This is an optimization exercise on Yosys and OpenROAD, whose aim is small area and a short achievable clock period, not a production implementation.
Function was not checked in any run shown here: the RTL went through the layout flow alone.
Power figures rest on the tool's default switching activity, not on a simulated workload.

==> flow/design.v, too long to show whole: its modules and the start of the top module <==
// module part2: 646 lines
// module fa: 4 lines
// module ha: 4 lines
// module fpmul: 192 lines
module fpmul (
	input             clk,
	input      [31:0] X,
	input      [31:0] Y,
	output     [31:0] result,
	output reg        zero,
	output reg        underflow,
	output reg        overflow,
	output reg        nan
);
  // ...
==> flow/flow/run.sh <==
#!/bin/bash
export BUFFER_PORTS_ARGS="-buffer_cell sky130_fd_sc_hd__buf_1"
bash standard.sh > standard.log 2>&1
==> flow/standard.sh <==
#!/bin/bash
# synth_recipe.tcl (not shown) runs the flow's synth.tcl, then flattens the netlist and writes it again
# the make line also repeats each setting of config.mk as NAME=value (left out here)
make -C /OpenROAD-flow-scripts/flow DESIGN_CONFIG=/design/flow/config.mk WORK_HOME=/design/flow/orfs CLKGATE_MAP_FILE= SYNTH_SCRIPT=/design/flow/synth_recipe.tcl "${@:-finish}"
==> flow/config.mk <==
export PLATFORM = sky130hd
export DESIGN_NAME = fpmul
export DESIGN_NICKNAME = fpmul
export VERILOG_FILES = /design/flow/design.v
export SDC_FILE = /design/flow/constraint.sdc
export NUM_CORES = 4
export LEC_CHECK = 0
export CAP_MARGIN = 20
export CORE_MARGIN = 2
export CORE_UTILIZATION = 40
export SETUP_SLACK_MARGIN = 3.5
export SLEW_MARGIN = 20
export SYNTH_HIERARCHICAL = 1
export SYNTH_MINIMUM_KEEP_SIZE = 0
==> flow/constraint.sdc <==
create_clock -name core_clock -period 8.0 [get_ports {clk}]
set_input_delay 1.6000 -clock core_clock [delete_from_list [all_inputs] [get_ports {clk}]]
set_output_delay 1.6000 -clock core_clock [all_outputs]
set_load 0.01 [all_outputs]
==> impl_metrics.toml, run 1 <==
[pwr]
p_int_mw = 4.40
power_frac_comb = 0.717
p_sw_frac = 0.457
clockPowerShare = 0.100

[timing]
slew_headroom = 0.287
clock_skew_ns = 0.0129
worst_slack_ns = 3.02
setup_tns_ns = 0

[final_layout]
top_regs = "hp_q (25), x3_q (25), hg_q (24)"
largestClassByArea = "multi-input combinational cells"
seq_share = 0.180
drive_gt1_frac = 0.101
nClkBuffers = 20
inv_count = 100

[global_route]
grt_max_degree = 32
use_met2 = 0.360

[route]
drtIter0Drc = 1503
wl_met2_mm = 23.9

[status]
status = "finished clean"

[setup_path]
cp-startpoint = "lg_q[0]"
slowest_delay_ns = 0.30
crit_fanout = 6
r2r_cells = 13

[floorplan]
die_h_um = 214

[synthesis]
yosysWarningCount = 7

[clocking]
cts_inserted_buffers = 17
==> module fpmul, before the edit <==
module fpmul (
	input             clk,
	input      [31:0] X,
	input      [31:0] Y,
	output     [31:0] result,
	output reg        zero,
	output reg        underflow,
	output reg        overflow,
	output reg        nan
);
	wire [24:0] yb = {1'b1, Y[22:0], 1'b0};   
	wire [7:0]  s1_d, s2_d, s3_d, s4_d, neg_d;
	genvar i;
	generate for (i = 0; i < 8; i = i + 1) begin : enc
		wire [2:0] c = yb[3*i+3] ? ~yb[3*i+2:3*i] : yb[3*i+2:3*i];   
		assign s1_d[i]  = ~c[2] & (c[1] ^ c[0]);
		assign s2_d[i]  = (~c[2] & c[1] & c[0]) | (c[2] & ~c[1] & ~c[0]);
		assign s3_d[i]  = c[2] & (c[1] ^ c[0]);
		assign s4_d[i]  = c[2] & c[1] & c[0];
		assign neg_d[i] = yb[3*i+3] & ~(&yb[3*i+2:3*i]);
	end endgenerate
	wire [25:0] x3_d = {2'b01, X[22:0]} + {1'b1, X[22:0], 1'b0};   
	wire [8:0] esum_d = {1'b0, X[30:23]} + {1'b0, Y[30:23]};
	wire       zero_d = (X[30:0] == 31'd0) | (Y[30:0] == 31'd0);
	reg  [22:0] xm_q;
	reg  [25:1] x3_q;
	reg  [7:0]  s1_q, s2_q, s3_q, s4_q, neg_q;
	reg  [8:0]  esum_q;
	reg         zero_q, sign_q;
	always @(posedge clk) begin
		xm_q   <= X[22:0];
		x3_q   <= x3_d[25:1];
		s1_q   <= s1_d;
		s2_q   <= s2_d;
		s3_q   <= s3_d;
		s4_q   <= s4_d;
		neg_q  <= neg_d;
		esum_q <= esum_d;
		zero_q <= zero_d;
		sign_q <= X[31] ^ Y[31];
	end
	wire [2:0]  lg_d, lp_d;
	wire [24:0] hp_d, hg_d;
	part2 core (.xm(xm_q), .x3(x3_q), .s1(s1_q), .s2(s2_q), .s3(s3_q), .s4(s4_q), .neg(neg_q),
		.lg(lg_d), .lp(lp_d), .hp(hp_d), .hg(hg_d));
	wire       uf_d  = ~zero_q & (esum_q < 9'd127);
	wire       nan_d = ~zero_q & (esum_q == 9'd382);
	wire       of_d  = ~zero_q & (esum_q > 9'd382);
	wire [8:0] e0_d  = esum_q - 9'd127;
	wire [8:0] e1_d  = esum_q - 9'd126;
	reg  [2:0]  lg_q, lp_q;
	reg  [24:0] hp_q, hg_q;
	reg  [7:0]  e0_q, e1_q;
	reg         sign_r;
	always @(posedge clk) begin
		lg_q      <= lg_d;
		lp_q      <= lp_d;
		hp_q      <= hp_d;
		hg_q      <= hg_d;
		e0_q      <= e0_d[7:0];
		e1_q      <= e1_d[7:0];
		sign_r    <= sign_q & ~zero_q & ~(esum_q < 9'd127);
		zero      <= zero_q;
		underflow <= uf_d;
		overflow  <= of_d;
		nan       <= nan_d;
	end
	wire        cin = lg_q[2] | (lp_q[2] & (lg_q[1] | (lp_q[1] & (lg_q[0]))));   
	wire g0_1 = hg_q[0] | (hp_q[0] & cin);
	wire g0_3 = hg_q[2] | (hp_q[2] & hg_q[1]);
	wire p0_3 = hp_q[2] & hp_q[1];
	wire g0_5 = hg_q[4] | (hp_q[4] & hg_q[3]);
	wire p0_5 = hp_q[4] & hp_q[3];
	wire g0_7 = hg_q[6] | (hp_q[6] & hg_q[5]);
	wire p0_7 = hp_q[6] & hp_q[5];
	wire g0_9 = hg_q[8] | (hp_q[8] & hg_q[7]);
	wire p0_9 = hp_q[8] & hp_q[7];
	wire g0_11 = hg_q[10] | (hp_q[10] & hg_q[9]);
	wire p0_11 = hp_q[10] & hp_q[9];
	wire g0_13 = hg_q[12] | (hp_q[12] & hg_q[11]);
	wire p0_13 = hp_q[12] & hp_q[11];
	wire g0_15 = hg_q[14] | (hp_q[14] & hg_q[13]);
	wire p0_15 = hp_q[14] & hp_q[13];
	wire g0_17 = hg_q[16] | (hp_q[16] & hg_q[15]);
	wire p0_17 = hp_q[16] & hp_q[15];
	wire g0_19 = hg_q[18] | (hp_q[18] & hg_q[17]);
	wire p0_19 = hp_q[18] & hp_q[17];
	wire g0_21 = hg_q[20] | (hp_q[20] & hg_q[19]);
	wire p0_21 = hp_q[20] & hp_q[19];
	wire g0_23 = hg_q[22] | (hp_q[22] & hg_q[21]);
	wire p0_23 = hp_q[22] & hp_q[21];
	wire g0_25 = hg_q[24] | (hp_q[24] & hg_q[23]);
	wire p0_25 = hp_q[24] & hp_q[23];
	wire g1_2 = hg_q[1] | (hp_q[1] & g0_1);
	wire p1_2 = hp_q[1] & 1'b0;
	wire g1_3 = g0_3 | (p0_3 & g0_1);
	wire p1_3 = p0_3 & 1'b0;
	wire g1_6 = hg_q[5] | (hp_q[5] & g0_5);
	wire p1_6 = hp_q[5] & p0_5;
	wire g1_7 = g0_7 | (p0_7 & g0_5);
	wire p1_7 = p0_7 & p0_5;
	wire g1_10 = hg_q[9] | (hp_q[9] & g0_9);
	wire p1_10 = hp_q[9] & p0_9;
	wire g1_11 = g0_11 | (p0_11 & g0_9);
	wire p1_11 = p0_11 & p0_9;
	wire g1_14 = hg_q[13] | (hp_q[13] & g0_13);
	wire p1_14 = hp_q[13] & p0_13;
	wire g1_15 = g0_15 | (p0_15 & g0_13);
	wire p1_15 = p0_15 & p0_13;
	wire g1_18 = hg_q[17] | (hp_q[17] & g0_17);
	wire p1_18 = hp_q[17] & p0_17;
	wire g1_19 = g0_19 | (p0_19 & g0_17);
	wire p1_19 = p0_19 & p0_17;
	wire g1_22 = hg_q[21] | (hp_q[21] & g0_21);
	wire p1_22 = hp_q[21] & p0_21;
	wire g1_23 = g0_23 | (p0_23 & g0_21);
	wire p1_23 = p0_23 & p0_21;
	wire g2_4 = hg_q[3] | (hp_q[3] & g1_3);
	wire p2_4 = hp_q[3] & p1_3;
	wire g2_5 = g0_5 | (p0_5 & g1_3);
	wire p2_5 = p0_5 & p1_3;
	wire g2_6 = g1_6 | (p1_6 & g1_3);
	wire p2_6 = p1_6 & p1_3;
	wire g2_7 = g1_7 | (p1_7 & g1_3);
	wire p2_7 = p1_7 & p1_3;
	wire g2_12 = hg_q[11] | (hp_q[11] & g1_11);
	wire p2_12 = hp_q[11] & p1_11;
	wire g2_13 = g0_13 | (p0_13 & g1_11);
	wire p2_13 = p0_13 & p1_11;
	wire g2_14 = g1_14 | (p1_14 & g1_11);
	wire p2_14 = p1_14 & p1_11;
	wire g2_15 = g1_15 | (p1_15 & g1_11);
	wire p2_15 = p1_15 & p1_11;
	wire g2_20 = hg_q[19] | (hp_q[19] & g1_19);
	wire p2_20 = hp_q[19] & p1_19;
	wire g2_21 = g0_21 | (p0_21 & g1_19);
	wire p2_21 = p0_21 & p1_19;
	wire g2_22 = g1_22 | (p1_22 & g1_19);
	wire p2_22 = p1_22 & p1_19;
	wire g2_23 = g1_23 | (p1_23 & g1_19);
	wire p2_23 = p1_23 & p1_19;
	wire g3_8 = hg_q[7] | (hp_q[7] & g2_7);
	wire p3_8 = hp_q[7] & p2_7;
	wire g3_9 = g0_9 | (p0_9 & g2_7);
	wire p3_9 = p0_9 & p2_7;
	wire g3_10 = g1_10 | (p1_10 & g2_7);
	wire p3_10 = p1_10 & p2_7;
	wire g3_11 = g1_11 | (p1_11 & g2_7);
	wire p3_11 = p1_11 & p2_7;
	wire g3_12 = g2_12 | (p2_12 & g2_7);
	wire p3_12 = p2_12 & p2_7;
	wire g3_13 = g2_13 | (p2_13 & g2_7);
	wire p3_13 = p2_13 & p2_7;
	wire g3_14 = g2_14 | (p2_14 & g2_7);
	wire p3_14 = p2_14 & p2_7;
	wire g3_15 = g2_15 | (p2_15 & g2_7);
	wire p3_15 = p2_15 & p2_7;
	wire g3_24 = hg_q[23] | (hp_q[23] & g2_23);
	wire p3_24 = hp_q[23] & p2_23;
	wire g3_25 = g0_25 | (p0_25 & g2_23);
	wire p3_25 = p0_25 & p2_23;
	wire g4_16 = hg_q[15] | (hp_q[15] & g3_15);
	wire p4_16 = hp_q[15] & p3_15;
	wire g4_17 = g0_17 | (p0_17 & g3_15);
	wire p4_17 = p0_17 & p3_15;
	wire g4_18 = g1_18 | (p1_18 & g3_15);
	wire p4_18 = p1_18 & p3_15;
	wire g4_19 = g1_19 | (p1_19 & g3_15);
	wire p4_19 = p1_19 & p3_15;
	wire g4_20 = g2_20 | (p2_20 & g3_15);
	wire p4_20 = p2_20 & p3_15;
	wire g4_21 = g2_21 | (p2_21 & g3_15);
	wire p4_21 = p2_21 & p3_15;
	wire g4_22 = g2_22 | (p2_22 & g3_15);
	wire p4_22 = p2_22 & p3_15;
	wire g4_23 = g2_23 | (p2_23 & g3_15);
	wire p4_23 = p2_23 & p3_15;
	wire g4_24 = g3_24 | (p3_24 & g3_15);
	wire p4_24 = p3_24 & p3_15;
	wire g4_25 = g3_25 | (p3_25 & g3_15);
	wire p4_25 = p3_25 & p3_15;
	wire [24:0] cy = {g4_24, g4_23, g4_22, g4_21, g4_20, g4_19, g4_18, g4_17, g4_16, g3_15, g3_14, g3_13, g3_12, g3_11, g3_10, g3_9, g3_8, g2_7, g2_6, g2_5, g2_4, g1_3, g1_2, g0_1, cin};   
	wire [24:0] sum = hp_q ^ cy;
	wire [24:0] t = sum[24:0];   
	wire        kill = zero | underflow | overflow | nan;
	wire [22:0] mant = t[24] ? t[23:1] : t[22:0];
	wire [7:0]  ex   = t[24] ? e1_q : e0_q;
	assign result[31]    = sign_r;
	assign result[30:23] = (overflow | nan) ? 8'hFF : kill ? 8'h00 : ex;
	assign result[22:1]  = kill ? 22'd0 : mant[22:1];
	assign result[0]     = underflow | (~kill & mant[0]);
endmodule
==> run 2, diff against run 1 <==
--- a/flow/design.v
+++ b/flow/design.v
@@ -627,25 +627,25 @@
 	wire ws403 = ~(xm[22] ^ pp7_25);
 	wire wk404 = xm[22] | pp7_25;
 	wire ws405, wk406;
 	ha uws405 (.a(wk400), .b(ws403), .s(ws405), .k(wk406));
 	wire ws407 = ~(nn7 ^ wk404);
 	wire wk408 = nn7 | wk404;
 	wire [47:0] ra = {wk406, ws405, ws401, wk394, wk388, ws387, wk376, wk368, ws367, wk352, wk342, ws341, wk322, wk310, ws309, wk286, wk272, ws271, wk244, wk228, wk212, ws211, wk182, wk168, wk154, wk140, wk126, wk114, ws111, wk90, wk80, wk70, wk60, ws57, ws49, wk36, wk30, ws27, ws21, wk14, ws11, ws7, wk4, wk2, pp1_0, pp0_2, pp0_1, neg[0]};
 	wire [47:0] rb = {ws407, wk402, wk398, ws397, ws393, wk382, ws381, ws375, wk360, ws359, ws351, wk332, ws331, ws321, wk298, ws297, ws285, wk258, ws257, ws243, ws227, wk196, ws195, ws181, ws167, ws153, ws139, ws125, ws113, ws101, ws89, ws79, ws69, ws59, ws51, ws43, ws35, ws29, ws23, ws17, ws13, ws9, ws5, ws3, ws1, 1'b0, 1'b0, pp0_0};
-	wire [10:0] l0 = {1'b0, ra[9:0]} + {1'b0, rb[9:0]};
-	assign lg[0] = l0[10];
-	assign lp[0] = &(ra[9:0] ^ rb[9:0]);
-	wire [7:0] l1 = {1'b0, ra[16:10]} + {1'b0, rb[16:10]};
-	assign lg[1] = l1[7];
-	assign lp[1] = &(ra[16:10] ^ rb[16:10]);
-	wire [6:0] l2 = {1'b0, ra[22:17]} + {1'b0, rb[22:17]};
-	assign lg[2] = l2[6];
-	assign lp[2] = &(ra[22:17] ^ rb[22:17]);
+	wire [12:0] l0 = {1'b0, ra[11:0]} + {1'b0, rb[11:0]};
+	assign lg[0] = l0[12];
+	assign lp[0] = &(ra[11:0] ^ rb[11:0]);
+	wire [6:0] l1 = {1'b0, ra[17:12]} + {1'b0, rb[17:12]};
+	assign lg[1] = l1[6];
+	assign lp[1] = &(ra[17:12] ^ rb[17:12]);
+	wire [5:0] l2 = {1'b0, ra[22:18]} + {1'b0, rb[22:18]};
+	assign lg[2] = l2[5];
+	assign lp[2] = &(ra[22:18] ^ rb[22:18]);
 	assign hp = ra[47:23] ^ rb[47:23];
 	assign hg = ra[47:23] & rb[47:23];
 endmodule
 module fa (input a, b, c, output s, k);
 	assign s = a ^ b ^ c;
 	assign k = (a & b) | (a & c) | (b & c);
 endmodule
 module ha (input a, b, output s, k);
@@ -714,112 +714,121 @@
 		e0_q      <= e0_d[7:0];
 		e1_q      <= e1_d[7:0];
 		sign_r    <= sign_q & ~zero_q & ~(esum_q < 9'd127);
 		zero      <= zero_q;
 		underflow <= uf_d;
 		overflow  <= of_d;
 		nan       <= nan_d;
 	end
-	wire        cin = lg_q[2] | (lp_q[2] & (lg_q[1] | (lp_q[1] & (lg_q[0]))));   
-	wire g0_1 = hg_q[0] | (hp_q[0] & cin);
-	wire g0_3 = hg_q[2] | (hp_q[2] & hg_q[1]);
-	wire p0_3 = hp_q[2] & hp_q[1];
-	wire g0_5 = hg_q[4] | (hp_q[4] & hg_q[3]);
-	wire p0_5 = hp_q[4] & hp_q[3];
-	wire g0_7 = hg_q[6] | (hp_q[6] & hg_q[5]);
-	wire p0_7 = hp_q[6] & hp_q[5];
-	wire g0_9 = hg_q[8] | (hp_q[8] & hg_q[7]);
-	wire p0_9 = hp_q[8] & hp_q[7];
-	wire g0_11 = hg_q[10] | (hp_q[10] & hg_q[9]);
-	wire p0_11 = hp_q[10] & hp_q[9];
-	wire g0_13 = hg_q[12] | (hp_q[12] & hg_q[11]);
-	wire p0_13 = hp_q[12] & hp_q[11];
-	wire g0_15 = hg_q[14] | (hp_q[14] & hg_q[13]);
-	wire p0_15 = hp_q[14] & hp_q[13];
-	wire g0_17 = hg_q[16] | (hp_q[16] & hg_q[15]);
-	wire p0_17 = hp_q[16] & hp_q[15];
-	wire g0_19 = hg_q[18] | (hp_q[18] & hg_q[17]);
-	wire p0_19 = hp_q[18] & hp_q[17];
-	wire g0_21 = hg_q[20] | (hp_q[20] & hg_q[19]);
-	wire p0_21 = hp_q[20] & hp_q[19];
-	wire g0_23 = hg_q[22] | (hp_q[22] & hg_q[21]);
-	wire p0_23 = hp_q[22] & hp_q[21];
-	wire g0_25 = hg_q[24] | (hp_q[24] & hg_q[23]);
-	wire p0_25 = hp_q[24] & hp_q[23];
-	wire g1_2 = hg_q[1] | (hp_q[1] & g0_1);
-	wire p1_2 = hp_q[1] & 1'b0;
+	wire g0_1 = lg_q[1] | (lp_q[1] & lg_q[0]);
+	wire g0_3 = hg_q[0] | (hp_q[0] & lg_q[2]);
+	wire p0_3 = hp_q[0] & lp_q[2];
+	wire g0_5 = hg_q[2] | (hp_q[2] & hg_q[1]);
+	wire p0_5 = hp_q[2] & hp_q[1];
+	wire g0_7 = hg_q[4] | (hp_q[4] & hg_q[3]);
+	wire p0_7 = hp_q[4] & hp_q[3];
+	wire g0_9 = hg_q[6] | (hp_q[6] & hg_q[5]);
+	wire p0_9 = hp_q[6] & hp_q[5];
+	wire g0_11 = hg_q[8] | (hp_q[8] & hg_q[7]);
+	wire p0_11 = hp_q[8] & hp_q[7];
+	wire g0_13 = hg_q[10] | (hp_q[10] & hg_q[9]);
+	wire p0_13 = hp_q[10] & hp_q[9];
+	wire g0_15 = hg_q[12] | (hp_q[12] & hg_q[11]);
+	wire p0_15 = hp_q[12] & hp_q[11];
+	wire g0_17 = hg_q[14] | (hp_q[14] & hg_q[13]);
+	wire p0_17 = hp_q[14] & hp_q[13];
+	wire g0_19 = hg_q[16] | (hp_q[16] & hg_q[15]);
+	wire p0_19 = hp_q[16] & hp_q[15];
+	wire g0_21 = hg_q[18] | (hp_q[18] & hg_q[17]);
+	wire p0_21 = hp_q[18] & hp_q[17];
+	wire g0_23 = hg_q[20] | (hp_q[20] & hg_q[19]);
+	wire p0_23 = hp_q[20] & hp_q[19];
+	wire g0_25 = hg_q[22] | (hp_q[22] & hg_q[21]);
+	wire p0_25 = hp_q[22] & hp_q[21];
+	wire g0_27 = hg_q[24] | (hp_q[24] & hg_q[23]);
+	wire p0_27 = hp_q[24] & hp_q[23];
+	wire g1_2 = lg_q[2] | (lp_q[2] & g0_1);
+	wire p1_2 = lp_q[2] & 1'b0;
 	wire g1_3 = g0_3 | (p0_3 & g0_1);
 	wire p1_3 = p0_3 & 1'b0;
-	wire g1_6 = hg_q[5] | (hp_q[5] & g0_5);
-	wire p1_6 = hp_q[5] & p0_5;
+	wire g1_6 = hg_q[3] | (hp_q[3] & g0_5);
+	wire p1_6 = hp_q[3] & p0_5;
 	wire g1_7 = g0_7 | (p0_7 & g0_5);
 	wire p1_7 = p0_7 & p0_5;
-	wire g1_10 = hg_q[9] | (hp_q[9] & g0_9);
-	wire p1_10 = hp_q[9] & p0_9;
+	wire g1_10 = hg_q[7] | (hp_q[7] & g0_9);
+	wire p1_10 = hp_q[7] & p0_9;
 	wire g1_11 = g0_11 | (p0_11 & g0_9);
 	wire p1_11 = p0_11 & p0_9;
-	wire g1_14 = hg_q[13] | (hp_q[13] & g0_13);
-	wire p1_14 = hp_q[13] & p0_13;
+	wire g1_14 = hg_q[11] | (hp_q[11] & g0_13);
+	wire p1_14 = hp_q[11] & p0_13;
 	wire g1_15 = g0_15 | (p0_15 & g0_13);
 	wire p1_15 = p0_15 & p0_13;
-	wire g1_18 = hg_q[17] | (hp_q[17] & g0_17);
-	wire p1_18 = hp_q[17] & p0_17;
+	wire g1_18 = hg_q[15] | (hp_q[15] & g0_17);
+	wire p1_18 = hp_q[15] & p0_17;
 	wire g1_19 = g0_19 | (p0_19 & g0_17);
 	wire p1_19 = p0_19 & p0_17;
-	wire g1_22 = hg_q[21] | (hp_q[21] & g0_21);
-	wire p1_22 = hp_q[21] & p0_21;
+	wire g1_22 = hg_q[19] | (hp_q[19] & g0_21);
+	wire p1_22 = hp_q[19] & p0_21;
 	wire g1_23 = g0_23 | (p0_23 & g0_21);
 	wire p1_23 = p0_23 & p0_21;
-	wire g2_4 = hg_q[3] | (hp_q[3] & g1_3);
-	wire p2_4 = hp_q[3] & p1_3;
+	wire g1_26 = hg_q[23] | (hp_q[23] & g0_25);
+	wire p1_26 = hp_q[23] & p0_25;
+	wire g1_27 = g0_27 | (p0_27 & g0_25);
+	wire p1_27 = p0_27 & p0_25;
+	wire g2_4 = hg_q[1] | (hp_q[1] & g1_3);
+	wire p2_4 = hp_q[1] & p1_3;
 	wire g2_5 = g0_5 | (p0_5 & g1_3);
 	wire p2_5 = p0_5 & p1_3;
 	wire g2_6 = g1_6 | (p1_6 & g1_3);
 	wire p2_6 = p1_6 & p1_3;
 	wire g2_7 = g1_7 | (p1_7 & g1_3);
 	wire p2_7 = p1_7 & p1_3;
-	wire g2_12 = hg_q[11] | (hp_q[11] & g1_11);
-	wire p2_12 = hp_q[11] & p1_11;
+	wire g2_12 = hg_q[9] | (hp_q[9] & g1_11);
+	wire p2_12 = hp_q[9] & p1_11;
 	wire g2_13 = g0_13 | (p0_13 & g1_11);
 	wire p2_13 = p0_13 & p1_11;
 	wire g2_14 = g1_14 | (p1_14 & g1_11);
 	wire p2_14 = p1_14 & p1_11;
 	wire g2_15 = g1_15 | (p1_15 & g1_11);
 	wire p2_15 = p1_15 & p1_11;
-	wire g2_20 = hg_q[19] | (hp_q[19] & g1_19);
-	wire p2_20 = hp_q[19] & p1_19;
+	wire g2_20 = hg_q[17] | (hp_q[17] & g1_19);
+	wire p2_20 = hp_q[17] & p1_19;
 	wire g2_21 = g0_21 | (p0_21 & g1_19);
 	wire p2_21 = p0_21 & p1_19;
 	wire g2_22 = g1_22 | (p1_22 & g1_19);
 	wire p2_22 = p1_22 & p1_19;
 	wire g2_23 = g1_23 | (p1_23 & g1_19);
 	wire p2_23 = p1_23 & p1_19;
-	wire g3_8 = hg_q[7] | (hp_q[7] & g2_7);
-	wire p3_8 = hp_q[7] & p2_7;
+	wire g3_8 = hg_q[5] | (hp_q[5] & g2_7);
+	wire p3_8 = hp_q[5] & p2_7;
 	wire g3_9 = g0_9 | (p0_9 & g2_7);
 	wire p3_9 = p0_9 & p2_7;
 	wire g3_10 = g1_10 | (p1_10 & g2_7);
 	wire p3_10 = p1_10 & p2_7;
 	wire g3_11 = g1_11 | (p1_11 & g2_7);
 	wire p3_11 = p1_11 & p2_7;
 	wire g3_12 = g2_12 | (p2_12 & g2_7);
 	wire p3_12 = p2_12 & p2_7;
 	wire g3_13 = g2_13 | (p2_13 & g2_7);
 	wire p3_13 = p2_13 & p2_7;
 	wire g3_14 = g2_14 | (p2_14 & g2_7);
 	wire p3_14 = p2_14 & p2_7;
 	wire g3_15 = g2_15 | (p2_15 & g2_7);
 	wire p3_15 = p2_15 & p2_7;
-	wire g3_24 = hg_q[23] | (hp_q[23] & g2_23);
-	wire p3_24 = hp_q[23] & p2_23;
+	wire g3_24 = hg_q[21] | (hp_q[21] & g2_23);
+	wire p3_24 = hp_q[21] & p2_23;
 	wire g3_25 = g0_25 | (p0_25 & g2_23);
 	wire p3_25 = p0_25 & p2_23;
-	wire g4_16 = hg_q[15] | (hp_q[15] & g3_15);
-	wire p4_16 = hp_q[15] & p3_15;
+	wire g3_26 = g1_26 | (p1_26 & g2_23);
+	wire p3_26 = p1_26 & p2_23;
+	wire g3_27 = g1_27 | (p1_27 & g2_23);
+	wire p3_27 = p1_27 & p2_23;
+	wire g4_16 = hg_q[13] | (hp_q[13] & g3_15);
+	wire p4_16 = hp_q[13] & p3_15;
 	wire g4_17 = g0_17 | (p0_17 & g3_15);
 	wire p4_17 = p0_17 & p3_15;
 	wire g4_18 = g1_18 | (p1_18 & g3_15);
 	wire p4_18 = p1_18 & p3_15;
 	wire g4_19 = g1_19 | (p1_19 & g3_15);
 	wire p4_19 = p1_19 & p3_15;
 	wire g4_20 = g2_20 | (p2_20 & g3_15);
 	wire p4_20 = p2_20 & p3_15;
@@ -828,17 +837,21 @@
 	wire g4_22 = g2_22 | (p2_22 & g3_15);
 	wire p4_22 = p2_22 & p3_15;
 	wire g4_23 = g2_23 | (p2_23 & g3_15);
 	wire p4_23 = p2_23 & p3_15;
 	wire g4_24 = g3_24 | (p3_24 & g3_15);
 	wire p4_24 = p3_24 & p3_15;
 	wire g4_25 = g3_25 | (p3_25 & g3_15);
 	wire p4_25 = p3_25 & p3_15;
-	wire [24:0] cy = {g4_24, g4_23, g4_22, g4_21, g4_20, g4_19, g4_18, g4_17, g4_16, g3_15, g3_14, g3_13, g3_12, g3_11, g3_10, g3_9, g3_8, g2_7, g2_6, g2_5, g2_4, g1_3, g1_2, g0_1, cin};   
+	wire g4_26 = g3_26 | (p3_26 & g3_15);
+	wire p4_26 = p3_26 & p3_15;
+	wire g4_27 = g3_27 | (p3_27 & g3_15);
+	wire p4_27 = p3_27 & p3_15;
+	wire [24:0] cy = {g4_26, g4_25, g4_24, g4_23, g4_22, g4_21, g4_20, g4_19, g4_18, g4_17, g4_16, g3_15, g3_14, g3_13, g3_12, g3_11, g3_10, g3_9, g3_8, g2_7, g2_6, g2_5, g2_4, g1_3, g1_2};   
 	wire [24:0] sum = hp_q ^ cy;
 	wire [24:0] t = sum[24:0];   
 	wire        kill = zero | underflow | overflow | nan;
 	wire [22:0] mant = t[24] ? t[23:1] : t[22:0];
 	wire [7:0]  ex   = t[24] ? e1_q : e0_q;
 	assign result[31]    = sign_r;
 	assign result[30:23] = (overflow | nan) ? 8'hFF : kill ? 8'h00 : ex;
 	assign result[22:1]  = kill ? 22'd0 : mant[22:1];
==> run 2 against run 1 <==
Effect of this change: wire length increased by 2.3%; first-iteration DRC count increased by 9.0%; combinational power decreased by 2%; via count increased by 0.56%; synthesized cell count increased by 0.65%; critical endpoint is now result[23]; non-clock buffer count decreased by 10.
==> impl_metrics.toml, run 2 <==
[pwr]
ir_worst_vdd_v = 0.000331
power_density_nw_per_um2 = 396
p_leak_nw = 8.03
p_total_mw = 8.00

[setup_path]
reg2reg_slack_ns = 3.76
reg2reg_to = "lg_q[2]"
endpoint_kind = "primary output"
arrival_ns = 2.88
required_ns = 6.40
r2r-start = "xm_q[18]"
path_class = "flip-flop to primary output"
crit_fanout = 7
start_kind = "flip-flop"
r2r_cells = 12

[timing]
setup_viol = 0
clock_skew_ns = 0.0133
drv_slew = 0
fin_crit_sh = 0.560
slew_headroom = 0.384
worstMarginPinSlew_ns = 0.917
period_needed_ns = 4.48
setup_tns_ns = 0
fmax_ghz = 0.223
final_hold_viol_count = 0
rsz0062_at_grt = "true"

[route]
firstDrtPassIters = 6
routed.top_layer = "met4"
wl_met3_mm = 5.85
routed_wl_mm = 58.2
wl_met2_mm = 24.9
drc = 0
drtIter0Drc = 1638
viasPerCell = 6.08
wl_per_cell_um = 23.7
via_count = 15000
antenna_left = 0
wl_met1_mm = 24.8

[final_layout]
regArea_um2 = 3500
diodes = 0
drive_gt1_frac = 0.148
final_common_cell = "xnor2_1"
postLayoutCoreUtil = 0.434
final_cell_mix = "xnor2_1, a22o_1, dfxtp_1"
layout.nets = 2209
final_area_um2 = 20200
multi_input_area_um2 = 14000
fillCellCount = 4406
top_regs = "hp_q (25), x3_q (25), hg_q (24)"
stdcell_count = 2461
area_growth_pct = 7.05

[global_route]
grt_overflow = 0
grt_pass1_vias = 15200
grt_max_degree = 29
grt_pass1_wl_mm = 90.0
grt_use_total = 0.235
antenna_found_initial = 0

[clocking]
cts_inserted_buffers = 17
clk_pin_slew_ns = 0.07
cts_tree = "built"
cts_buffer_depth = 2
clk_latency_ns = 0.46
cts-root-buf = "clkbuf_16"
htreeDepth = 4
clock-sinks = 174
hold_buffers = 0

[synthesis]
syn_inst = 1851
avgSynthCellArea_um2 = 10.2
syn-cell-area_um2 = 18900
syn_nets = 2219
yosysWarningCount = 7

[min_path]
hold_path_class = "flip-flop to flip-flop"
hold_start = "zero_q"
whs_endpoint = "zero"
whs_path_depth = 0

[floorplan]
die_w_um = 221
initial_core_util = 0.406
num_io_pins = 101
die_h_um = 221
rows = 79
core-area_um2 = 46600
die-area_um2 = 49000

[placement]
place_inst = 2420
gp_routability_congestion = 0.893
io_buffers = 100
post-dp-hpwl_mm = 39.9
dpl_cell_area_um2 = 19400

[status]
status = "finished clean"

[flow_run]
cap_violations = 0
run 2: changes by cell type in the layout (fill, tap and decap cells not counted), moves of 11 or more:
cell and delta:
a21oi_1 +11, a221oi_1 -126, a221oi_2 +125, buf_2 -21
clkbuf_2 +13, mux2i_1 +15, nand2_1 -19, o21ai_0 -14
run 2: worst max path at each step:
stage / start / to / slack (ns) / cells past startpoint
3_3_place_gp: lp_q[1] / result[9] / 3.53 / 10
4_1_cts: lp_q[1] / result[25] / 3.50 / 11
3_5_place_dp: lp_q[1] / result[9] / 3.51 / 10
5_1_grt: hp_q[10] / result[25] / 3.37 / 11
2_1_floorplan: hp_q[10] / result[9] / 4.17 / 9
6_report: hp_q[10] / result[23] / 3.52 / 11
run 2: timing repair:
| action | 4_1_cts | 5_1_grt |
|---|---|---|
| pin swaps | 2 | 2 |
| gates cloned | 2 | 2 |
| endpoints found under the setup margin | 31 | 33 |
| setup buffers | 4 | 1 |
| gates resized for setup | 14 | 32 |
run 2: layout make-up:
cell class | instances | share of cell area
Multi-Input combinational cell | 1376 | 0.691
Inverter | 105 | 0.0195
Sequential cell | 174 | 0.173
Clock buffer | 19 | 0.0219
Clock inverter | 13 | 0.00755
Timing Repair Buffer | 167 | 0.0497
Tap cell | 607 | 0.0376
run 2: power breakdown:
group          leakage, nW  switching, mW  total, mW  internal (mW)
Clock                0.284          0.366      0.839          0.473
Sequential            1.46          0.290       1.46           1.17
Combinational         6.28           3.03       5.70           2.67
run 2: through the flow:
stage / hold slack [ns] / setup WS (ns)
global route: 0.425 / 3.37
detailed placement: 0.398 / 3.51
global placement: 0.393 / 3.53
floorplan: 0.374 / 4.17
finish: 0.405 / 3.52
CTS: 0.408 / 3.50
run 2: worst max-delay path: stages, from the launching register on:
cell	delay, ns
dfxtp_4	0.36
a21o_1	0.18
a21o_1	0.21
a221oi_4	0.33
o211ai_4	0.13
a32o_2	0.29
a21oi_4	0.22
buf_12	0.16
clkbuf_16	0.14
mux2i_1	0.17
o21ai_1	0.07
buf_1	0.15
run 2: routing by layer:
metal	vias up	track usage
met4	0	0.111
li1	6737	-
met5	-	0
met2	711	0.356
met1	7360	0.306
met3	148	0.0712
==> run 3, diff against run 2 <==
--- a/flow/config.mk
+++ b/flow/config.mk
@@ -8,7 +8,7 @@
 export CAP_MARGIN = 20
 export CORE_MARGIN = 2
 export CORE_UTILIZATION = 40
-export SETUP_SLACK_MARGIN = 3.5
+export SETUP_SLACK_MARGIN = 4.5
 export SLEW_MARGIN = 20
 export SYNTH_HIERARCHICAL = 1
 export SYNTH_MINIMUM_KEEP_SIZE = 0
==> run 3 against run 2 <==
Effect of this change: sequential share of layout area down 1.5 points; wire length rose by 8.4%; final cell count is 3.0% higher; clock power grew 2%; sequential power barely moved; highest routed layer is now met5; combinational power is 36% higher; final area rose by 12%; die area is the same; synthesized area unchanged; synthesized cell count unchanged; via count up 4.5%; critical path depth stayed put.
==> impl_metrics.toml, run 3 <==
[timing]
drv_slew = 0
rsz0062_at_grt = "true"
clock_skew_ns = 0.0133
worstMarginPinSlew_ns = 1.00
period_needed_ns = 4.40
fmax_ghz = 0.227
fin_crit_sh = 0.550
final_hold_viol_count = 0
worst_slack_ns = 3.60
setup_tns_ns = 0
setup_viol = 0
slew_headroom = 0.326

[setup_path]
slowest_delay_ns = 0.35
slowest_stage = "dfxtp_4"
crit_fanout = 8
required_ns = 6.40
arrival_ns = 2.80
start_kind = "flip-flop"
path_class = "flip-flop to primary output"
endpoint_kind = "primary output"
critical_path.cell_chain = "a21o_1 -> a21o_1 -> a221oi_4 -> o211ai_4 -> a32o_2 -> a21oi_4 -> buf_12 -> buf_12 -> mux2i_1 -> o21ai_1 -> clkbuf_2"

[global_route]
grt_max_degree = 29
antenna_found_initial = 1
grt_overflow = 0
gr-usage-met1 = 0.324
use_met2 = 0.359
grt_pass1_wl_mm = 93.7
busiest_layer = "met2"
grt_use_total = 0.247
use_met3 = 0.0700
grt_pass1_vias = 15300

[synthesis]
yosysWarningCount = 7
syn_nets = 2219
syn_inst = 1851
avgSynthCellArea_um2 = 10.2
syn-cell-area_um2 = 18900

[route]
antenna_left = 0
viasPerCell = 6.17
firstDrtPassIters = 6
routed_wl_mm = 63.1
wl_per_cell_um = 24.9
drtIter0Drc = 1623
via_count = 15600
drc = 0

[pwr]
power_density_nw_per_um2 = 444
ir_worst_vdd_v = 0.000339
p_seq_frac = 0.148
power_frac_comb = 0.768
p_leak_nw = 8.80
p_total_mw = 10.1
clockPowerShare = 0.085
p_switching_mw = 4.47
p_int_mw = 5.64
p_sw_frac = 0.442

[placement]
dpl_cell_area_um2 = 19600
place_ws_ns = 3.56
io_buffers = 100
gp_routability_congestion = 0.895
post-dp-hpwl_mm = 39.9

[floorplan]
rows = 79
num_io_pins = 101
initial_core_util = 0.406
core-area_um2 = 46600
die-area_um2 = 49000
die_h_um = 221
die_w_um = 221

[final_layout]
fillCellCount = 4166
final_cell_mix = "xnor2_1, a22o_1, a221oi_2"
area_growth_pct = 20.4
layout.nets = 2284
final_common_cell = "xnor2_1"
top_regs = "hp_q (25), x3_q (25), hg_q (24)"
final_area_um2 = 22700
postLayoutCoreUtil = 0.488
drive_gt1_frac = 0.295

[clocking]
hold_buffers = 0
cts-root-buf = "clkbuf_16"
htreeDepth = 4
clk_pin_slew_ns = 0.07
cts_buffer_depth = 2
cts_tree = "built"
clock-sinks = 174
clk_latency_ns = 0.47
cts_inserted_buffers = 17

[status]
status = "finished clean"

[min_path]
hold_path_class = "flip-flop to flip-flop"

[flow_run]
cap_violations = 0
run 3: per-layer routing:
metal  share of wire  vias to the layer above
li1                -                     6917
met1            0.41                     7519
met2            0.42                      938
met3            0.11                      259
met4           0.063                        2
met5         0.00019                        -
run 3: worst max-delay path, delay by kind of cell, from the launching register on:
family / cells / cell delay, ns
AO/OA/AOI/OAI: 7 / 1.33
buffers and inverters: 3 / 0.45
flip-flops: 1 / 0.35
multiplexers: 1 / 0.20
run 3: metrics by stage:
stage | std cells | hold slack (ns)
finish | 2536 | 0.420
global route | 2535 | 0.439
CTS | 2505 | 0.420
detailed placement | 2415 | 0.408
global placement | 2415 | 0.398
floorplan | 1851 | 0.374
run 3: power groups by stage:
stage	logic (mW)	registers (mW)	clock network, mW
floorplan	4.51	1.31	0
global placement	5.74	1.48	0
detailed placement	5.87	1.48	0
CTS	7.14	1.47	0.879
global route	8.73	1.50	0.921
finish	7.76	1.49	0.857
run 3: area by class of cell:
class	instances	area [um^2]	area share
Sequential cell	174	3600	0.158
Inverter	105	394	0.0173
Timing Repair Buffer	242	2270	0.0999
Clock inverter	11	156	0.00688
Antenna cell	1	2.50	0.000110
Multi-Input combinational cell	1376	15100	0.664
Clock buffer	20	447	0.0196
Tap cell	607	759	0.0334
run 3: final timing paths:
check | slack, ns | endpoint | depth (start not counted) | from
max | 3.60 | result[30] | 11 | hp_q[10]
min | 0.42 | zero | 0 | zero_q
max reg2reg | 4.19 | hp_q[9] | 11 | xm_q[19]
min reg2reg | 0.42 | zero | 0 | zero_q
run 3: repair_timing:
action                                  CTS  global route
endpoints found under the setup margin   75            74
setup buffers                            49            23
pin swaps                                98            98
resized for setup                       229           128
gates cloned                             10             7
==> run 4, diff against run 3 <==
--- a/flow/config.mk
+++ b/flow/config.mk
@@ -8,7 +8,7 @@
 export CAP_MARGIN = 20
 export CORE_MARGIN = 2
 export CORE_UTILIZATION = 40
-export SETUP_SLACK_MARGIN = 4.5
+export SETUP_SLACK_MARGIN = 4
 export SLEW_MARGIN = 20
 export SYNTH_HIERARCHICAL = 1
 export SYNTH_MINIMUM_KEEP_SIZE = 0
==> run 4 against run 3 <==
Effect of this change: still clean; die area stayed put; first-iteration DRC count is 0.12% higher; register-to-register slack worse by 0.14 ns; flip-flop and latch count stayed put; combinational power is 23% lower; maximum frequency is 2.0% lower; hold slack worse by 0.016 ns; critical path type unchanged; critical endpoint is now result[25].
==> impl_metrics.toml, run 4 <==
[status]
status = "finished clean"

[timing]
worstMarginPinSlew_ns = 0.946
period_needed_ns = 4.49
slew_headroom = 0.365
clock_skew_ns = 0.0128
setup_viol = 0
rsz0062_at_grt = "true"
fmax_ghz = 0.223
hold_slack_ns = 0.404
fin_crit_sh = 0.561
setup_tns_ns = 0
final_hold_viol_count = 0
drv_slew = 0

[clocking]
cts_tree = "built"
clk_pin_slew_ns = 0.07
cts_buffer_depth = 2
cts-root-buf = "clkbuf_16"
cts_inserted_buffers = 17
clock-sinks = 174
htreeDepth = 4
clk_latency_ns = 0.46

[pwr]
clockPowerShare = 0.102
p_seq_frac = 0.177
p_int_mw = 4.49
power_density_nw_per_um2 = 402
p_sw_frac = 0.456
ir_worst_vdd_v = 0.000390
power_frac_comb = 0.721
p_switching_mw = 3.77
p_leak_nw = 8.09

[floorplan]
die-area_um2 = 49000
initial_core_util = 0.406
die_w_um = 221
num_io_pins = 101
rows = 79
die_h_um = 221
core-area_um2 = 46600

[final_layout]
final_cell_mix = "xnor2_1, a22o_1, dfxtp_1"
top_regs = "hp_q (25), x3_q (25), hg_q (24)"
final_common_cell = "xnor2_1"
area_growth_pct = 8.78
drive_gt1_frac = 0.172
layout.nets = 2212
stdcell_count = 2464
diodes = 0

[route]
routed_wl_mm = 58.7
antenna_left = 0
drtIter0Drc = 1625
firstDrtPassIters = 6
viasPerCell = 6.09
via_count = 15000
drc = 0
wl_per_cell_um = 23.8

[setup_path]
start_kind = "flip-flop"
reg2reg_slack_ns = 4.05
cp-startpoint = "hg_q[9]"
reg2reg_to = "lg_q[2]"
endpoint_kind = "primary output"
setup.worst_path.end = "result[25]"
path_class = "flip-flop to primary output"
r2r_cells = 12
required_ns = 6.40
r2r-start = "x3_q[11]"
arrival_ns = 2.89
crit_fanout = 5

[global_route]
grt_max_degree = 29
grt_pass1_wl_mm = 90.5
grt_use_total = 0.236
grt_pass1_vias = 15200
grt_overflow = 0
antenna_found_initial = 0

[synthesis]
syn_inst = 1851
yosysWarningCount = 7
syn_nets = 2219
avgSynthCellArea_um2 = 10.2
syn-cell-area_um2 = 18900

[placement]
io_buffers = 100
place_inst = 2420
gp_routability_congestion = 0.893
post-dp-hpwl_mm = 39.9

[min_path]
hold_path_class = "flip-flop to flip-flop"
hold_start = "zero_q"

[flow_run]
cap_violations = 0
-- run 4: layout make-up --
cell class / instances / area, um^2
Multi-Input combinational cell: 1376 / 14100
Fill cell: 4380 / 26000
Inverter: 105 / 394
Tap cell: 607 / 759
Clock buffer: 19 / 443
Timing Repair Buffer: 170 / 1140
Clock inverter: 13 / 153
Sequential cell: 174 / 3540
-- run 4: routing by layer --
| metal | wire [um] | part of all wire | global-route usage | up-vias |
|---|---|---|---|---|
| li1 | - | - | - | 6746 |
| met1 | 24700 | 0.42 | 0.308 | 7310 |
| met2 | 25200 | 0.43 | 0.358 | 808 |
| met3 | 6150 | 0.10 | 0.0697 | 153 |
| met4 | 2690 | 0.046 | 0.110 | 0 |
| met5 | 0 | 0 | 0 | - |
-- run 4: worst max-delay path: stages (launching register included) --
cell and delay [ns]:
dfxtp_2 0.33, a21o_1 0.18, a21o_1 0.19, a221oi_4 0.35, o211ai_4 0.14, a32o_2 0.29, a21oi_4 0.22, buf_12 0.16
buf_16 0.13, mux2i_1 0.20, o21ai_1 0.09, buf_2 0.16
-- run 4: stage by stage --
step	power (mW)	utilization	setup WS (ns)	instance area (um^2)
finish	8.26	0.441	3.51	20500
global route	9.19	0.441	3.38	20500
CTS	8.03	0.435	3.52	20300
detailed placement	6.93	0.416	3.51	19400
global placement	6.78	0.416	3.53	19400
floorplan	5.39	-	4.17	18900
-- run 4: worst min path at each step --
stage,endpoint,slack [ns],cells after the start
after floorplan,zero,0.37,0
after global placement,zero,0.39,0
after detailed placement,zero,0.40,0
after CTS,zero,0.41,0
after global routing,zero,0.43,0
final,zero,0.40,0
-- run 4: power groups by stage --
stage	Sequential (mW)	Clock [mW]	Combinational, mW
after global routing	1.48	0.895	6.81
after detailed placement	1.46	0	5.47
after global placement	1.46	0	5.32
after floorplan	1.30	0	4.09
after CTS	1.44	0.860	5.73
final	1.46	0.839	5.96
-- run 4: what timing repair did --
action | in CTS | in global routing
setup buffers | 6 | 1
cloned | 3 | 2
pin swaps | 9 | 19
setup endpoints to repair | 63 | 47
hold buffers | 0 | 0
gates resized for setup | 56 | 71
hold endpoints to repair | 0 | 0
==> run 5, diff against run 4 <==
--- a/flow/config.mk
+++ b/flow/config.mk
@@ -8,7 +8,8 @@
 export CAP_MARGIN = 20
 export CORE_MARGIN = 2
 export CORE_UTILIZATION = 40
-export SETUP_SLACK_MARGIN = 4
+export CTS_BUF_LIST = sky130_fd_sc_hd__clkbuf_8
+export SETUP_SLACK_MARGIN = 3.5
 export SLEW_MARGIN = 20
 export SYNTH_HIERARCHICAL = 1
 export SYNTH_MINIMUM_KEEP_SIZE = 0
==> run 5 against run 4 <==
Effect of this change: still clean on timing, DRC and antenna; clock skew up 0.0032 ns; final area fell by 2.4%; sequential share of layout area increased by 0.24 points; clock power decreased by 25%; critical path depth unchanged; critical path type unchanged; critical endpoint unchanged; largest power group unchanged; highest routed layer unchanged.
==> impl_metrics.toml, run 5 <==
[route]
viasPerCell = 6.07
antenna_left = 0
via_count = 14900
routed_wl_mm = 58.1
drc = 0
firstDrtPassIters = 6
wl_per_cell_um = 23.6
drtIter0Drc = 1582

[timing]
clock_skew_ns = 0.0160
slew_headroom = 0.379
setup_tns_ns = 0
drv_slew = 0
period_needed_ns = 4.55
fmax_ghz = 0.220
fin_crit_sh = 0.569
worstMarginPinSlew_ns = 0.924
setup_viol = 0
rsz0062_at_grt = "true"
final_hold_viol_count = 0

[floorplan]
rows = 79
die_w_um = 221
num_io_pins = 101
die_h_um = 221
die-area_um2 = 49000
initial_core_util = 0.406
core-area_um2 = 46600

[pwr]
power_density_nw_per_um2 = 389
ir_worst_vdd_v = 0.000389
p_leak_nw = 7.95
p_total_mw = 7.80

[setup_path]
start_kind = "flip-flop"
path_class = "flip-flop to primary output"
slowest_delay_ns = 0.35
critical_path.cell_chain = "a21o_1 -> a21o_1 -> a221oi_4 -> o211ai_4 -> a32o_2 -> a21oi_4 -> buf_12 -> buf_16 -> mux2i_1 -> o21ai_1 -> buf_2"
arrival_ns = 2.95
r2r-start = "xm_q[18]"
cp_top_family = "compound AO/OA/AOI/OAI gates"
crit_fanout = 5
slowest_stage = "a221oi_4"
cp.depth = 11
r2r_cells = 12
cp.buffers_inverters = 3
required_ns = 6.40
reg2reg_to = "lg_q[2]"
endpoint_kind = "primary output"
reg2reg_slack_ns = 3.76
crit_path_frequent_cell = "a21o_1"

[final_layout]
final_area_um2 = 20100
stdcell_count = 2463
postLayoutCoreUtil = 0.431
final_cell_mix = "xnor2_1, a22o_1, dfxtp_1"
layout.nets = 2211
diodes = 0
area_growth_pct = 6.16
final_common_cell = "xnor2_1"
top_regs = "hp_q (25), x3_q (25), hg_q (24)"
drive_gt1_frac = 0.150

[synthesis]
avgSynthCellArea_um2 = 10.2
syn-cell-area_um2 = 18900
syn_nets = 2219
syn_inst = 1851
yosysWarningCount = 7

[clocking]
hold_buffers = 0
htreeDepth = 4
cts-root-buf = "clkbuf_8"
cts_inserted_buffers = 17
clk_pin_slew_ns = 0.09
cts_buffer_depth = 2
cts_tree = "built"
clk_latency_ns = 0.51
clock-sinks = 174

[placement]
io_buffers = 100
gp_routability_congestion = 0.893
place_inst = 2420
dpl_cell_area_um2 = 19400
post-dp-hpwl_mm = 39.9

[global_route]
grt_pass1_vias = 15300
grt_use_total = 0.235
grt_overflow = 0
grt_pass1_wl_mm = 90.3
grt_max_degree = 29
antenna_found_initial = 0

[flow_run]
cap_violations = 0

[min_path]
whs_path_depth = 0
hold_path_class = "flip-flop to flip-flop"
whs_endpoint = "zero"
hold_start = "zero_q"

[status]
status = "finished clean"
run 5: cell count changes in the layout (fill, tap and decap cells not counted), sizes merged:
| cell | delta |
|---|---|
| inv | +1 |
| clkbuf | -2 |
run 5: cell type report:
cell class | instances | area, um^2
well taps | 607 | 759
repair buffers | 169 | 1020
fillers | 4420 | 26500
multi-input cells | 1376 | 14000
flip-flops and latches | 174 | 3500
clock buffers | 18 | 248
clock inverters | 14 | 156
inverters | 105 | 394
run 5: report_power, final:
part	switching, mW	internal, mW	leakage, nW
Combinational	3.03	2.68	6.29
Clock	0.336	0.290	0.201
Sequential	0.288	1.17	1.46
Total	3.65	4.15	7.95
run 5: metrics by stage:
step / setup WS, ns / hold WS [ns]
6_report: 3.45 / 0.410
5_1_grt: 3.31 / 0.430
4_1_cts: 3.45 / 0.412
3_5_place_dp: 3.51 / 0.398
3_3_place_gp: 3.53 / 0.393
2_1_floorplan: 4.17 / 0.374
run 5: routing by layer:
layer,GRT usage,vias up,share of wire
met1,0.306,7201,0.41
met4,0.109,0,0.045
li1,-,6740,-
met3,0.0709,165,0.12
met5,0,-,0
met2,0.359,835,0.43
run 5: what timing repair did:
item | CTS | global route
setup endpoints to repair | 31 | 33
gates cloned | 3 | 1
pin swaps | 7 | 6
gates resized for setup | 25 | 24
setup buffers | 6 | 1
run 5: worst max-delay path by stage:
stage | end | startpoint | slack, ns
after floorplan | result[9] | hp_q[10] | 4.17
after global placement | result[9] | lp_q[1] | 3.53
after detailed placement | result[9] | lp_q[1] | 3.51
after CTS | result[25] | hg_q[9] | 3.45
after global routing | result[25] | hg_q[9] | 3.31
final | result[25] | hg_q[9] | 3.45
==> run 6, diff against run 5 <==
--- a/flow/design.v
+++ b/flow/design.v
@@ -673,7 +673,140 @@
 		assign s4_d[i]  = c[2] & c[1] & c[0];
 		assign neg_d[i] = yb[3*i+3] & ~(&yb[3*i+2:3*i]);
 	end endgenerate
-	wire [25:0] x3_d = {2'b01, X[22:0]} + {1'b1, X[22:0], 1'b0};   
+	wire [23:0] mx = {1'b1, X[22:0]};
+	wire [24:1] x3p = {1'b0, mx[23:1]} ^ mx[23:0];   
+	wire [24:1] x3g = {1'b0, mx[23:1]} & mx[23:0];
+	wire xg0_1 = x3g[2] | (x3p[2] & x3g[1]);
+	wire xp0_1 = x3p[2] & x3p[1];
+	wire xg0_3 = x3g[4] | (x3p[4] & x3g[3]);
+	wire xp0_3 = x3p[4] & x3p[3];
+	wire xg0_5 = x3g[6] | (x3p[6] & x3g[5]);
+	wire xp0_5 = x3p[6] & x3p[5];
+	wire xg0_7 = x3g[8] | (x3p[8] & x3g[7]);
+	wire xp0_7 = x3p[8] & x3p[7];
+	wire xg0_9 = x3g[10] | (x3p[10] & x3g[9]);
+	wire xp0_9 = x3p[10] & x3p[9];
+	wire xg0_11 = x3g[12] | (x3p[12] & x3g[11]);
+	wire xp0_11 = x3p[12] & x3p[11];
+	wire xg0_13 = x3g[14] | (x3p[14] & x3g[13]);
+	wire xp0_13 = x3p[14] & x3p[13];
+	wire xg0_15 = x3g[16] | (x3p[16] & x3g[15]);
+	wire xp0_15 = x3p[16] & x3p[15];
+	wire xg0_17 = x3g[18] | (x3p[18] & x3g[17]);
+	wire xp0_17 = x3p[18] & x3p[17];
+	wire xg0_19 = x3g[20] | (x3p[20] & x3g[19]);
+	wire xp0_19 = x3p[20] & x3p[19];
+	wire xg0_21 = x3g[22] | (x3p[22] & x3g[21]);
+	wire xp0_21 = x3p[22] & x3p[21];
+	wire xg0_23 = x3g[24] | (x3p[24] & x3g[23]);
+	wire xp0_23 = x3p[24] & x3p[23];
+	wire xg1_2 = x3g[3] | (x3p[3] & xg0_1);
+	wire xp1_2 = x3p[3] & xp0_1;
+	wire xg1_3 = xg0_3 | (xp0_3 & xg0_1);
+	wire xp1_3 = xp0_3 & xp0_1;
+	wire xg1_6 = x3g[7] | (x3p[7] & xg0_5);
+	wire xp1_6 = x3p[7] & xp0_5;
+	wire xg1_7 = xg0_7 | (xp0_7 & xg0_5);
+	wire xp1_7 = xp0_7 & xp0_5;
+	wire xg1_10 = x3g[11] | (x3p[11] & xg0_9);
+	wire xp1_10 = x3p[11] & xp0_9;
+	wire xg1_11 = xg0_11 | (xp0_11 & xg0_9);
+	wire xp1_11 = xp0_11 & xp0_9;
+	wire xg1_14 = x3g[15] | (x3p[15] & xg0_13);
+	wire xp1_14 = x3p[15] & xp0_13;
+	wire xg1_15 = xg0_15 | (xp0_15 & xg0_13);
+	wire xp1_15 = xp0_15 & xp0_13;
+	wire xg1_18 = x3g[19] | (x3p[19] & xg0_17);
+	wire xp1_18 = x3p[19] & xp0_17;
+	wire xg1_19 = xg0_19 | (xp0_19 & xg0_17);
+	wire xp1_19 = xp0_19 & xp0_17;
+	wire xg1_22 = x3g[23] | (x3p[23] & xg0_21);
+	wire xp1_22 = x3p[23] & xp0_21;
+	wire xg1_23 = xg0_23 | (xp0_23 & xg0_21);
+	wire xp1_23 = xp0_23 & xp0_21;
+	wire xg2_4 = x3g[5] | (x3p[5] & xg1_3);
+	wire xp2_4 = x3p[5] & xp1_3;
+	wire xg2_5 = xg0_5 | (xp0_5 & xg1_3);
+	wire xp2_5 = xp0_5 & xp1_3;
+	wire xg2_6 = xg1_6 | (xp1_6 & xg1_3);
+	wire xp2_6 = xp1_6 & xp1_3;
+	wire xg2_7 = xg1_7 | (xp1_7 & xg1_3);
+	wire xp2_7 = xp1_7 & xp1_3;
+	wire xg2_12 = x3g[13] | (x3p[13] & xg1_11);
+	wire xp2_12 = x3p[13] & xp1_11;
+	wire xg2_13 = xg0_13 | (xp0_13 & xg1_11);
+	wire xp2_13 = xp0_13 & xp1_11;
+	wire xg2_14 = xg1_14 | (xp1_14 & xg1_11);
+	wire xp2_14 = xp1_14 & xp1_11;
+	wire xg2_15 = xg1_15 | (xp1_15 & xg1_11);
+	wire xp2_15 = xp1_15 & xp1_11;
+	wire xg2_20 = x3g[21] | (x3p[21] & xg1_19);
+	wire xp2_20 = x3p[21] & xp1_19;
+	wire xg2_21 = xg0_21 | (xp0_21 & xg1_19);
+	wire xp2_21 = xp0_21 & xp1_19;
+	wire xg2_22 = xg1_22 | (xp1_22 & xg1_19);
+	wire xp2_22 = xp1_22 & xp1_19;
+	wire xg2_23 = xg1_23 | (xp1_23 & xg1_19);
+	wire xp2_23 = xp1_23 & xp1_19;
+	wire xg3_8 = x3g[9] | (x3p[9] & xg2_7);
+	wire xp3_8 = x3p[9] & xp2_7;
+	wire xg3_9 = xg0_9 | (xp0_9 & xg2_7);
+	wire xp3_9 = xp0_9 & xp2_7;
+	wire xg3_10 = xg1_10 | (xp1_10 & xg2_7);
+	wire xp3_10 = xp1_10 & xp2_7;
+	wire xg3_11 = xg1_11 | (xp1_11 & xg2_7);
+	wire xp3_11 = xp1_11 & xp2_7;
+	wire xg3_12 = xg2_12 | (xp2_12 & xg2_7);
+	wire xp3_12 = xp2_12 & xp2_7;
+	wire xg3_13 = xg2_13 | (xp2_13 & xg2_7);
+	wire xp3_13 = xp2_13 & xp2_7;
+	wire xg3_14 = xg2_14 | (xp2_14 & xg2_7);
+	wire xp3_14 = xp2_14 & xp2_7;
+	wire xg3_15 = xg2_15 | (xp2_15 & xg2_7);
+	wire xp3_15 = xp2_15 & xp2_7;
+	wire xg4_16 = x3g[17] | (x3p[17] & xg3_15);
+	wire xp4_16 = x3p[17] & xp3_15;
+	wire xg4_17 = xg0_17 | (xp0_17 & xg3_15);
+	wire xp4_17 = xp0_17 & xp3_15;
+	wire xg4_18 = xg1_18 | (xp1_18 & xg3_15);
+	wire xp4_18 = xp1_18 & xp3_15;
+	wire xg4_19 = xg1_19 | (xp1_19 & xg3_15);
+	wire xp4_19 = xp1_19 & xp3_15;
+	wire xg4_20 = xg2_20 | (xp2_20 & xg3_15);
+	wire xp4_20 = xp2_20 & xp3_15;
+	wire xg4_21 = xg2_21 | (xp2_21 & xg3_15);
+	wire xp4_21 = xp2_21 & xp3_15;
+	wire xg4_22 = xg2_22 | (xp2_22 & xg3_15);
+	wire xp4_22 = xp2_22 & xp3_15;
+	wire xg4_23 = xg2_23 | (xp2_23 & xg3_15);
+	wire xp4_23 = xp2_23 & xp3_15;
+	wire [25:0] x3_d;   
+	assign x3_d[0] = mx[0];
+	assign x3_d[1] = x3p[1];
+	assign x3_d[2] = x3p[2] ^ x3g[1];
+	assign x3_d[3] = x3p[3] ^ xg0_1;
+	assign x3_d[4] = x3p[4] ^ xg1_2;
+	assign x3_d[5] = x3p[5] ^ xg1_3;
+	assign x3_d[6] = x3p[6] ^ xg2_4;
+	assign x3_d[7] = x3p[7] ^ xg2_5;
+	assign x3_d[8] = x3p[8] ^ xg2_6;
+	assign x3_d[9] = x3p[9] ^ xg2_7;
+	assign x3_d[10] = x3p[10] ^ xg3_8;
+	assign x3_d[11] = x3p[11] ^ xg3_9;
+	assign x3_d[12] = x3p[12] ^ xg3_10;
+	assign x3_d[13] = x3p[13] ^ xg3_11;
+	assign x3_d[14] = x3p[14] ^ xg3_12;
+	assign x3_d[15] = x3p[15] ^ xg3_13;
+	assign x3_d[16] = x3p[16] ^ xg3_14;
+	assign x3_d[17] = x3p[17] ^ xg3_15;
+	assign x3_d[18] = x3p[18] ^ xg4_16;
+	assign x3_d[19] = x3p[19] ^ xg4_17;
+	assign x3_d[20] = x3p[20] ^ xg4_18;
+	assign x3_d[21] = x3p[21] ^ xg4_19;
+	assign x3_d[22] = x3p[22] ^ xg4_20;
+	assign x3_d[23] = x3p[23] ^ xg4_21;
+	assign x3_d[24] = x3p[24] ^ xg4_22;
+	assign x3_d[25] = xg4_23;
 	wire [8:0] esum_d = {1'b0, X[30:23]} + {1'b0, Y[30:23]};
 	wire       zero_d = (X[30:0] == 31'd0) | (Y[30:0] == 31'd0);
 	reg  [22:0] xm_q;
--- a/flow/config.mk
+++ b/flow/config.mk
@@ -8,7 +8,6 @@
 export CAP_MARGIN = 20
 export CORE_MARGIN = 2
 export CORE_UTILIZATION = 40
-export CTS_BUF_LIST = sky130_fd_sc_hd__clkbuf_8
 export SETUP_SLACK_MARGIN = 3.5
 export SLEW_MARGIN = 20
 export SYNTH_HIERARCHICAL = 1
==> run 6 against run 5 <==
Effect of this change: sequential share of layout area shrank 0.21 points; clock power grew 43%; power grew 5.8%; combinational power grew 3.5%; critical endpoint is now result[0]; global-route usage grew 0.67 points; final area grew 1.2%; first-iteration DRC count shrank 21%.
==> impl_metrics.toml, run 6 <==
[min_path]
hold_start = "zero_q"
hold_path_class = "flip-flop to flip-flop"

[floorplan]
die-area_um2 = 48400
die_w_um = 220
rows = 79
initial_core_util = 0.403
core-area_um2 = 46300
die_h_um = 220
num_io_pins = 101

[clocking]
clk_latency_ns = 0.47
clock-sinks = 174
cts-root-buf = "clkbuf_16"
cts_buffer_depth = 2
htreeDepth = 4
cts_inserted_buffers = 17
cts_tree = "built"
clk_pin_slew_ns = 0.07

[pwr]
p_sw_frac = 0.454
p_int_mw = 4.51
clockPowerShare = 0.108
p_leak_nw = 8.05
p_seq_frac = 0.176
p_switching_mw = 3.75
power_frac_comb = 0.716
power_density_nw_per_um2 = 407
ir_worst_vdd_v = 0.000297

[timing]
worstMarginPinSlew_ns = 1.04
slew_headroom = 0.304
rsz0062_at_grt = "true"
fin_crit_sh = 0.609
drv_slew = 0
setup_viol = 0
final_hold_viol_count = 0
clock_skew_ns = 0.00954
setup_tns_ns = 0
fmax_ghz = 0.205
period_needed_ns = 4.87

[final_layout]
final_common_cell = "xnor2_1"
stdcell_count = 2421
diodes = 0
area_growth_pct = 8.78
drive_gt1_frac = 0.175
top_regs = "hp_q (25), x3_q (25), hg_q (24)"
final_cell_mix = "xnor2_1, a22o_1, dfxtp_1"
layout.nets = 2171

[route]
wl_per_cell_um = 23.8
drtIter0Drc = 1255
via_count = 14400
antenna_left = 0
routed_wl_mm = 57.7
firstDrtPassIters = 5
viasPerCell = 5.96
drc = 0

[synthesis]
yosysWarningCount = 7
syn-cell-area_um2 = 18700
avgSynthCellArea_um2 = 10.4
syn_inst = 1795
syn_nets = 2165

[setup_path]
crit_fanout = 7
cp-startpoint = "hp_q[10]"
start_kind = "flip-flop"
r2r-start = "xm_q[18]"
endpoint_kind = "primary output"
arrival_ns = 3.27
reg2reg_slack_ns = 3.76
path_class = "flip-flop to primary output"
required_ns = 6.40

[placement]
post-dp-hpwl_mm = 39.6
gp_routability_congestion = 0.886
io_buffers = 100
place_inst = 2366

[global_route]
use_met2 = 0.363
use_met3 = 0.0653
antenna_found_initial = 0
gr-usage-met1 = 0.320
grt_max_degree = 29
grt_overflow = 0
busiest_layer = "met2"
grt_pass1_vias = 14500
grt_pass1_wl_mm = 88.5
grt_use_total = 0.242

[flow_run]
cap_violations = 0

[status]
status = "finished clean"
run 6: final cells by class:
cell class | instances | area, um^2
fillers | 4366 | 26000
multi-input cells | 1325 | 13800
flip-flops and latches | 174 | 3500
repair buffers | 184 | 1180
well taps | 607 | 759
clock buffers | 18 | 439
inverters | 99 | 372
clock inverters | 14 | 196
run 6: path summary, 6_finish.rpt:
check                   end  cells after the start
setup / recovery  result[0]                     13
hold / removal         zero                      0
setup reg to reg    lg_q[2]                     12
hold reg to reg        zero                      0
run 6: repair_timing:
item | 4_1_cts | 5_1_grt
pin swaps | 12 | 12
endpoints found under the hold margin | 0 | 0
gates cloned | 4 | 0
gates resized for setup | 35 | 34
buffers inserted | 15 | 4
hold buffers | 0 | 0
endpoints found under the setup margin | 31 | 37
run 6: power by group through the flow:
| stage | Clock [mW] | Sequential, mW | Combinational, mW |
|---|---|---|---|
| 2_1_floorplan | 0 | 1.30 | 4.04 |
| 3_3_place_gp | 0 | 1.45 | 5.35 |
| 3_5_place_dp | 0 | 1.46 | 5.44 |
| 4_1_cts | 0.919 | 1.44 | 5.90 |
| 5_1_grt | 0.955 | 1.47 | 6.75 |
| 6_report | 0.893 | 1.46 | 5.91 |
run 6: worst max-delay path: stages (launching register included):
cell	delay (ns)
dfxtp_4	0.35
a21o_1	0.17
a21o_1	0.16
a221o_1	0.36
nor4_4	0.21
buf_4	0.17
o311ai_4	0.10
a31oi_4	0.24
xnor2_4	0.13
buf_12	0.16
buf_16	0.14
buf_12	0.13
a311o_1	0.33
buf_2	0.14
run 6: through the flow:
| stage | utilization | setup WS [ns] | instance area, um^2 | hold WS (ns) | total power, mW |
|---|---|---|---|---|---|
| 2_1_floorplan | - | 3.60 | 18700 | 0.376 | 5.34 |
| 3_3_place_gp | 0.415 | 2.84 | 19200 | 0.398 | 6.80 |
| 3_5_place_dp | 0.415 | 2.78 | 19200 | 0.401 | 6.89 |
| 4_1_cts | 0.436 | 3.06 | 20200 | 0.412 | 8.26 |
| 5_1_grt | 0.439 | 3.02 | 20300 | 0.439 | 9.18 |
| 6_report | 0.439 | 3.13 | 20300 | 0.418 | 8.25 |
run 6: metal layers:
layer  part of all wire  routed length, um
met3              0.093               5350
met5                  0                  0
met4              0.048               2750
met1               0.43              24800
met2               0.43              24800

## afterwards: timing with drivers on the ports
The results above use ideal ports. As a check the final layouts listed here were re-extracted and re-timed, cells and wires unchanged.
Step 1 assumes that a clkbuf_16 drives the clock port and a buf_2 every other input.
Step 2 also shifts input and output timing later by t, the mid clock arrival at the registers, as if the neighbouring blocks saw the same clock.
Slacks: ideal / step 1 / step 2; pairs: ideal / step 1.
run | shift t [ns] | setup WS [ns] | worst register clock-pin slew, ns
run 1 | 0.501 | 3.021 / 2.965 / 3.466 | 0.07 / 0.07
run 2 | 0.508 | 3.517 / 3.461 / 3.735 | 0.07 / 0.07
run 3 | 0.514 | 3.600 / 3.549 / 4.063 | 0.07 / 0.07
run 4 | 0.506 | 3.508 / 3.452 / 3.851 | 0.07 / 0.07
run 5 | 0.546 | 3.451 / 3.403 / 3.743 | 0.10 / 0.10
run 6 | 0.527 | 3.127 / 3.070 / 3.314 | 0.07 / 0.07
After both steps setup and hold are still met in every run listed.
